Source: an optimization exercise on an open RTL-to-GDS flow (aim: small area, a short achievable clock period and few clock cycles). Production flows keep margins and buffers that such runs may drop.
Function was checked by simulation only, so behaviour that the tests miss may differ from the original.
Power figures rest on the tool's default switching activity, not on a simulated workload.

==> config.mk <==
export PLATFORM = sky130hd
export DESIGN_NAME = chris_slave
export DESIGN_NICKNAME = chris_slave
export VERILOG_FILES = /design/flow/design.v
export SDC_FILE = /design/flow/constraint.sdc
export NUM_CORES = 4
export LEC_CHECK = 0
export CAP_MARGIN = 20
export CORE_MARGIN = 2
export CORE_UTILIZATION = 40
export SLEW_MARGIN = 20
==> constraint.sdc <==
create_clock -name core_clock -period 6.0 [get_ports {clock_clk}]
set_input_delay 1.2000 -clock core_clock [delete_from_list [all_inputs] [get_ports {clock_clk}]]
set_output_delay 1.2000 -clock core_clock [all_outputs]
set_load 0.01 [all_outputs]
==> design.v <==
module convolution_core (
input clk,
input reset,
input [31:0] value0,
input [31:0] value1,
input [31:0] value2,
input [31:0] value3,
input [31:0] value4,
input [31:0] value5,
input [31:0] value6,
input [31:0] value7,
input [31:0] value8,
input caculating_start,
output reg caculating_done,
input res_done,
output reg [31:0] ret
);
	parameter kernel0 = 8'd1;
	parameter kernel1 = 8'd2;
	parameter kernel2 = 8'd3;
	parameter kernel3 = 8'd4;
	parameter kernel4 = 8'd5;
	parameter kernel5 = 8'd6;
	parameter kernel6 = 8'd7;
	parameter kernel7 = 8'd8;
	parameter kernel8 = 8'd9;
	reg [31:0] Add0,Add1,Add2,Add3,Add4,Add5,Add6,Add7,Add8;
	reg [1:0] status;
	reg [31:0] reg_31, reg_32, reg_33;
	always @(posedge clk) begin
		if (reset) begin
			status <= 2'b00;
			ret <= 32'hffffffff;
			caculating_done <= 1'b0;
		end else if (status == 2'b00 && caculating_start) begin
			Add0 <= value0 * kernel0;
			Add1 <= value1 * kernel1;
			Add2 <= value2 * kernel2;
			Add3 <= value3 * kernel3;
			Add4 <= value4 * kernel4;
			Add5 <= value5 * kernel5;
			Add6 <= value6 * kernel6;
			Add7 <= value7 * kernel7;
			Add8 <= value8 * kernel8;
			status <= 1'b01;
		end else if (status == 2'b01 && caculating_start) begin
			reg_31 <= Add0+Add1+Add2;
			reg_32 <= Add3+Add4+Add5;
			reg_33 <= Add6+Add7+Add8;
			status <= 2'b10;
		end else if (status == 2'b10 && caculating_start) begin
			ret <= reg_31 + reg_32 + reg_33;
			status <= 2'b11;  
			caculating_done <= 1'b1;
		end else  if (caculating_start == 1'b0)begin
			caculating_done <= 1'b0;
			status <= 2'b00;
		end
	end 
endmodule
`timescale 1 ps / 1 ps
module chris_slave (
		input  wire [3:0]  avs_s0_address,      
		input  wire        avs_s0_read,         
		output wire [31:0] avs_s0_readdata,     
		input  wire        avs_s0_write,        
		input  wire [31:0] avs_s0_writedata,    
		output wire        avs_s0_waitrequest,  
		input  wire        clock_clk,           
		input  wire        reset_reset,         
		output wire        LEDR                 
	);
	reg [31:0] reg_out;
	assign avs_s0_readdata = reg_out;
   reg			Reg_Status_Read;
   reg			Reg_Status_Write;
	reg 			reg_write_done;
	reg 			reg_read_done;
   reg [31:0] 		reg_value[8:0];
	reg 				led_out;
	reg [31:0] reg_res;
   assign avs_s0_waitrequest = Reg_Status_Read&Reg_Status_Write;
	assign LEDR = led_out;
	reg reg_module_caculation_end;
	reg reg_modue_caculating_start;
	reg reg_module_end;
	reg reg_module_start;
   convolution_core instance_convolution(.clk(clock_clk),
	.reset(reset_reset),
	.value0(reg_value[0]),
	.value1(reg_value[1]),
	.value2(reg_value[2]),
	.value3(reg_value[3]),
	.value4(reg_value[4]),
	.value5(reg_value[5]),
	.value6(reg_value[6]),
	.value7(reg_value[7]),
	.value8(reg_value[8]),
	.caculating_start(reg_modue_caculating_start),
	.caculating_done(reg_module_caculation_end),
	.res_done(reg_module_end),
	.ret(reg_res)
	);
	 reg [3:0] reg_current_status, reg_next_status;
	 parameter IDLE = 4'b0001;
    parameter CALCULATING = 4'b0010;
    parameter WAITTING = 4'b0100;
    parameter FINISH = 4'b1000;
	 always@(posedge clock_clk)
    begin
        if(reset_reset)
            reg_current_status <= IDLE;
        else
            reg_current_status <= reg_next_status;
    end
    always@(reg_current_status or reg_read_done or reg_module_caculation_end or reg_write_done or reset_reset)
    begin
        if(reset_reset)
            reg_next_status = IDLE;
        else
        begin
            case(reg_current_status)
                IDLE:reg_next_status = reg_read_done?CALCULATING:IDLE;
                CALCULATING:reg_next_status = reg_module_caculation_end?WAITTING:CALCULATING;
                WAITTING:reg_next_status = reg_write_done?FINISH:WAITTING;
                FINISH: reg_next_status = IDLE;
                default: reg_next_status = IDLE;
            endcase
        end
    end
	 always@(posedge clock_clk) begin
		if (reset_reset) begin
			led_out <= 1'b0;
			reg_module_start<= 1'b0;
			reg_module_end	<= 1'b0;
			reg_modue_caculating_start <= 1'b0;
		end else begin
		case(reg_current_status)
			IDLE: begin
				reg_module_start<= 1'b0;
				reg_module_end	<= 1'b0;
				reg_modue_caculating_start <= 1'b0;
			end
			CALCULATING: begin
				led_out <= 1'b1;
				reg_module_start <= 1'b1;
				reg_modue_caculating_start <= 1'b1;
			end
			WAITTING:begin
				reg_modue_caculating_start <= 1'b0;
				reg_module_end <= 1'b1;
			end
			FINISH:begin
				reg_module_start <= 1'b0;
				reg_module_end	<= 1'b0;
				reg_modue_caculating_start <= 1'b0;
				led_out <= 1'b0;
			end
			default:begin
			end
		endcase
	 end 
	 end
	always @(posedge clock_clk)
	  if (reset_reset) begin
			Reg_Status_Write <= 1'b1;
			reg_read_done <= 1'b0;
			reg_value[0] <= 32'h00000000;
			reg_value[1] <= 32'h00000000;
			reg_value[2] <= 32'h00000000;
			reg_value[3] <= 32'h00000000;
			reg_value[4] <= 32'h00000000;
			reg_value[5] <= 32'h00000000;
			reg_value[6] <= 32'h00000000;
			reg_value[7] <= 32'h00000000;
			reg_value[8] <= 32'h00000000;			
	  end else if (!avs_s0_waitrequest && avs_s0_write) begin
			case (avs_s0_address[3:0])
				4'b0000: reg_value[0] <= avs_s0_writedata;
				4'b0001: reg_value[1] <= avs_s0_writedata;
				4'b0010: reg_value[2] <= avs_s0_writedata;
				4'b0011: reg_value[3] <= avs_s0_writedata;
				4'b0100: reg_value[4] <= avs_s0_writedata;
				4'b0101: reg_value[5] <= avs_s0_writedata;
				4'b0110: reg_value[6] <= avs_s0_writedata;
				4'b0111: reg_value[7] <= avs_s0_writedata;
				4'b1000:begin
					reg_value[8] <= avs_s0_writedata;
					reg_read_done <= 1'b1;  
				end
			endcase		
			Reg_Status_Write <= 1'b1;
	  end else if (avs_s0_waitrequest && avs_s0_write)begin
			Reg_Status_Write <= 1'b0;
	  end else begin
			if(reg_module_end) begin
				reg_read_done <= 1'b0;
			end 
			Reg_Status_Write <= 1'b1;	
	  end
   always @(posedge clock_clk)
	if (reset_reset) begin
		Reg_Status_Read <= 1'b1;	
		reg_write_done <= 1'b0;
		reg_out <= 32'hffffffff;
	end else if (!avs_s0_waitrequest && avs_s0_read) begin
		Reg_Status_Read <= 1'b1;
		reg_write_done <= 1'b1;	
	end else if(avs_s0_waitrequest && avs_s0_read && reg_current_status == WAITTING) begin
		case (avs_s0_address[3:0])
				4'b0000: reg_out <= reg_value[0];
				4'b0001: reg_out <= reg_value[1];
				4'b0010: reg_out <= reg_value[2];
				4'b0011: reg_out <= reg_value[3];
				4'b0100: reg_out <= reg_value[4];
				4'b0101: reg_out <= reg_value[5];
				4'b0110: reg_out <= reg_value[6];
				4'b0111: reg_out <= reg_value[7];
				4'b1000: reg_out <= reg_value[8];
				4'b1001: reg_out <= reg_res;
			default:reg_out <= 32'hffffffff;
		endcase
		Reg_Status_Read <= 1'b0;	
	end else begin
		Reg_Status_Read <= 1'b1;
		if (reg_module_end) begin
			reg_write_done <= 1'b0;
		end
	end
endmodule
==> run.sh <==
#!/bin/bash
# synth_recipe.tcl (not shown) runs the flow's synth.tcl, then flattens the netlist and writes it again
# the make line also repeats each setting of config.mk as NAME=value (left out here)
make -C /OpenROAD-flow-scripts/flow DESIGN_CONFIG=/design/flow/config.mk WORK_HOME=/design/flow/orfs CLKGATE_MAP_FILE= SYNTH_SCRIPT=/design/flow/synth_recipe.tcl finish
==> metrics.yaml <==
worstSetupStartpointType: "register"
place.gp.congestion: 0.910
tightestPinTransition_ns: 1.19
worstHoldStart: "instance_convolution.Add4[0]"
area_growth_pct: 11.6
async_flop_share: 0
cp-end-kind: "register"
cts_tree: "yes"
drtIter0Drc: 3548
die_area_um2: 108000
wl_um: 131000
arrival_ns: 4.58
routedWlPerCell_um: 23.0
numCtsBuffers: 81
clock-sinks: 743
yosys_warnings: 4
rsz0062_at_grt: "no"
slew_headroom: 0.208
peakVddDrop_mv: 0.177
dieHeight_um: 329
grt_max_degree: 97
dp_cells: 5540
holdPathStages: 0
fmaxAchievable_mhz: 239
viasPerCell: 5.77
clk_pin_slew_ns: 0.06
postCtsHoldBufs: 0
crit_type: "register to register"
whs_ns: 0.418
root_buffer: "clkbuf_16"
syn_nets: 4755
rows: 119
final.setup.tns_ns: 0
yosysSeqAreaShare: 0.442
htreeDepth: 3
min_to: "instance_convolution.reg_32[0]"
syn_inst: 4234
rrSetupSlack_ns: 1.81
yosys.area_share.xor_xnor: 0.0514
status: "finished clean"
first_global_vias: 31542
antenna_found_initial: 4
p_per_area_nw_per_um2: 226
hpwl_um: 96500
fin_cells: 5693
synth_edf_count: 377
drv_slew: 0
core-area_um2: 105000
r2r_start: "instance_convolution.Add5[2]"
min_period_over_period: 0.699
postLayoutCellArea_um2: 47100
setup_violations: 0
final_layout_size_suffix_gt1_frac: 0.0542
grt_first_pass_wirelength_um: 196000
grt_usage: 0.240
drcViolationCount: 0
post-cts-setup-buffers: 0
synth_area_um2: 42200
hold_viol: 0
start_util: 0.402
fillCellCount: 9829
synthMuxAreaShare: 0.000711
clock_skew_ns: 0.0257
insertion_delay_ns: 0.65
die-width_um: 329
firstDrtPassIters: 6
yosys.area_share.simple: 0.128
synth_top_flop_cell: "edfxtp_1"
pin_count: 74
clock_path_buffers: 3
r2r-end: "instance_convolution.reg_32[30]"
nNetsFinal: 4753
power_w: 0.0106
synth_compound_area_frac: 0.182
gr-total-overflow: 0
max_cap_viol_count: 0
cp_max_fo: 3
hp-class: "register to register"
synth_top_family_by_area: "compound AO/OA/AOI/OAI gates"
ys_types: 80
synthAdderAreaFrac: 0.170
io_buffers: 73
reg2reg_depth: 13
ant_nets: 0
vias: 32848
cts_resized: 0
synth_seq_cells: 743
period_minus_slack_ns: 4.19
post_dp_cell_area_um2: 44400
critPathRequiredTime_ns: 6.39
postSynthAreaPerCell_um2: 9.97
p_leak_nw: 19.4
## state kept, by name, summed over array words and instances, names as in the netlist, 2 cells and up
register / cells
reg_value: 288
instance_convolution.Add0: 32
instance_convolution.Add2: 32
instance_convolution.Add4: 32
instance_convolution.Add6: 32
instance_convolution.Add8: 32
instance_convolution.reg_31: 32
instance_convolution.reg_32: 32
instance_convolution.reg_33: 32
instance_convolution.ret: 32
reg_out: 32
instance_convolution.Add1: 31
instance_convolution.Add5: 31
instance_convolution.Add3: 30
instance_convolution.Add7: 29
reg_current_status: 4
instance_convolution.status: 2
## final cells by class
type	instances	area [µm²]	share of cell area
sequential	743	18600	0.396
timing repair buffer	118	1110	0.0236
inverter	84	328	0.00696
antenna	2	5.00	0.000106
clock inverter	43	362	0.00767
tap	1391	1740	0.0369
multi-input combinational	3204	22600	0.480
clock buffer	108	2310	0.0491
## stage by stage
| stage | setup WS [ns] | utilization |
|---|---|---|
| 2_1_floorplan | -2.58 | - |
| 3_3_place_gp | 1.87 | 0.423 |
| 3_5_place_dp | 1.82 | 0.423 |
| 4_1_cts | 1.85 | 0.449 |
| 5_1_grt | 1.60 | 0.449 |
| 6_report | 1.81 | 0.449 |
## critical path: stages (launching register included)
cell and delay (ns):
edfxtp_1 0.40, fa_1 0.49, ha_1 0.21, inv_1 0.08, fa_1 0.21, nor2b_1 0.06
o21ai_1 0.22, a211oi_1 0.12, o31ai_1 0.53, o21ai_1 0.21, a2111oi_0 0.85, o31a_1 0.30
o21ai_1 0.10, xor2_1 0.14
## logic make-up after synthesis
group,after synthesis
compound gates,1224
flops,743
buf+inv,287
xor+xnor,248
mux,3
simple gates,1248
fa+ha+maj,481
## cells in the final DEF (no fill, tap or decap), drive strengths merged, types with 9 or more instances in the layout
cell type / synthesis / layout
a2111oi: 10 / 10
a211oi: 30 / 30
a21o: 136 / 136
a21oi: 532 / 532
a221oi: 36 / 36
a22oi: 131 / 131
a31o: 9 / 9
a31oi: 24 / 24
and2: 18 / 18
and3: 26 / 26
buf: 4 / 46
clkbuf: 199 / 108
clkdlybuf4s50: 0 / 72
clkinv: 1 / 29
dfxtp: 366 / 366
edfxtp: 377 / 377
fa: 156 / 156
ha: 325 / 325
inv: 83 / 88
nand2: 777 / 777
nand2b: 29 / 29
nand3: 48 / 48
nand4: 57 / 57
nor2: 153 / 153
nor2b: 28 / 28
nor3: 54 / 54
nor4: 14 / 14
o211ai: 34 / 34
o21a: 22 / 22
o21ai: 149 / 149
o21bai: 32 / 32
o31ai: 14 / 14
or2: 9 / 9
xnor2: 179 / 179
xor2: 69 / 69
## how the worst max path moves through the flow
stage	start	cells after the start	endpoint
2_1_floorplan	reset_reset	4	instance_convolution.Add0[0]
3_3_place_gp	avs_s0_address[2]	8	reg_value[4][7]
3_5_place_dp	avs_s0_address[2]	8	reg_value[4][13]
4_1_cts	instance_convolution.Add5[2]	13	instance_convolution.reg_32[30]
5_1_grt	instance_convolution.Add8[7]	10	instance_convolution.reg_33[26]
6_report	instance_convolution.Add5[2]	13	instance_convolution.reg_32[30]
## power by group
group	total (W)	switching, W	internal, W	leakage (nW)
Sequential	0.00530	0.0000119	0.00529	6.95
Combinational	0.000224	0.000170	0.0000547	11.2
Clock	0.00511	0.00217	0.00294	1.32
Total	0.0106	0.00235	0.00828	19.4
## synth_stat cells, types with 6 or more instances
| library cell | count | share of area |
|---|---|---|
| o21bai_1 | 32 | 0.0057 |
| and3_1 | 26 | 0.0039 |
| a211o_1 | 6 | 0.0012 |
| o31ai_1 | 14 | 0.0025 |
| o21ai_0 | 129 | 0.015 |
| a31oi_1 | 24 | 0.0036 |
| a31o_2 | 8 | 0.0017 |
| nand2_1 | 777 | 0.069 |
| a21o_1 | 136 | 0.024 |
| nor2_1 | 153 | 0.014 |
| o21ai_1 | 19 | 0.0023 |
| edfxtp_1 | 377 | 0.27 |
| o31a_1 | 6 | 0.0012 |
| dfxtp_1 | 366 | 0.17 |
| nand3_1 | 48 | 0.0057 |
| a2111oi_0 | 8 | 0.0017 |
| a211oi_1 | 24 | 0.0043 |
| nand4_1 | 57 | 0.0084 |
| a221oi_1 | 35 | 0.0073 |
| a211oi_2 | 6 | 0.0018 |
| o211ai_1 | 34 | 0.0060 |
| o21a_1 | 22 | 0.0039 |
| a21oi_1 | 532 | 0.063 |
| clkbuf_1 | 199 | 0.018 |
| o22ai_1 | 7 | 0.0010 |
| or2_2 | 9 | 0.0013 |
| inv_1 | 83 | 0.0074 |
| and2_1 | 12 | 0.0018 |
| nor3_1 | 54 | 0.0064 |
| ha_1 | 325 | 0.096 |
| nand2b_1 | 29 | 0.0043 |
| nor4_1 | 13 | 0.0019 |
| and4_1 | 7 | 0.0015 |
| xor2_1 | 69 | 0.014 |
| a22oi_1 | 131 | 0.023 |
| fa_1 | 156 | 0.074 |
| nor2b_1 | 28 | 0.0041 |
| xnor2_1 | 179 | 0.037 |
## metal layers
layer  share of wire  track usage
met3           0.089       0.0488
met5         0.00021            0
met1            0.46        0.352
met2            0.43        0.362
met4           0.021       0.0616
Testbench counts, summed over its fixed seeds: cycles 143,798.

static timing again, ports no longer ideal:
No port has a modelled driver above. Below, the same layout with a new extraction and two added sets of constraints. Step 1, drivers: a clkbuf_16 drives clock_clk and a buf_2 each remaining input, both assumed. Step 2 moves the port delays by t, midway between the first and last clock arrival at a register: inputs arrive t later, outputs are due t later. That takes back most of the time a late clock gives input paths. Slacks: ideal / step 1 / step 2; pairs: ideal / step 1.
t (ns): 0.714
slack for setup (ns): 1.808 / 1.808 / 1.694
worst hold slack (ns): 0.418 / 0.418 / 0.418
clock arrival spread, ns: 0.026 / 0.027
After both steps this run still meets setup and hold. For this run, drivers alone change the setup slack by 0.000 ns; drivers and shift together by -0.114 ns.
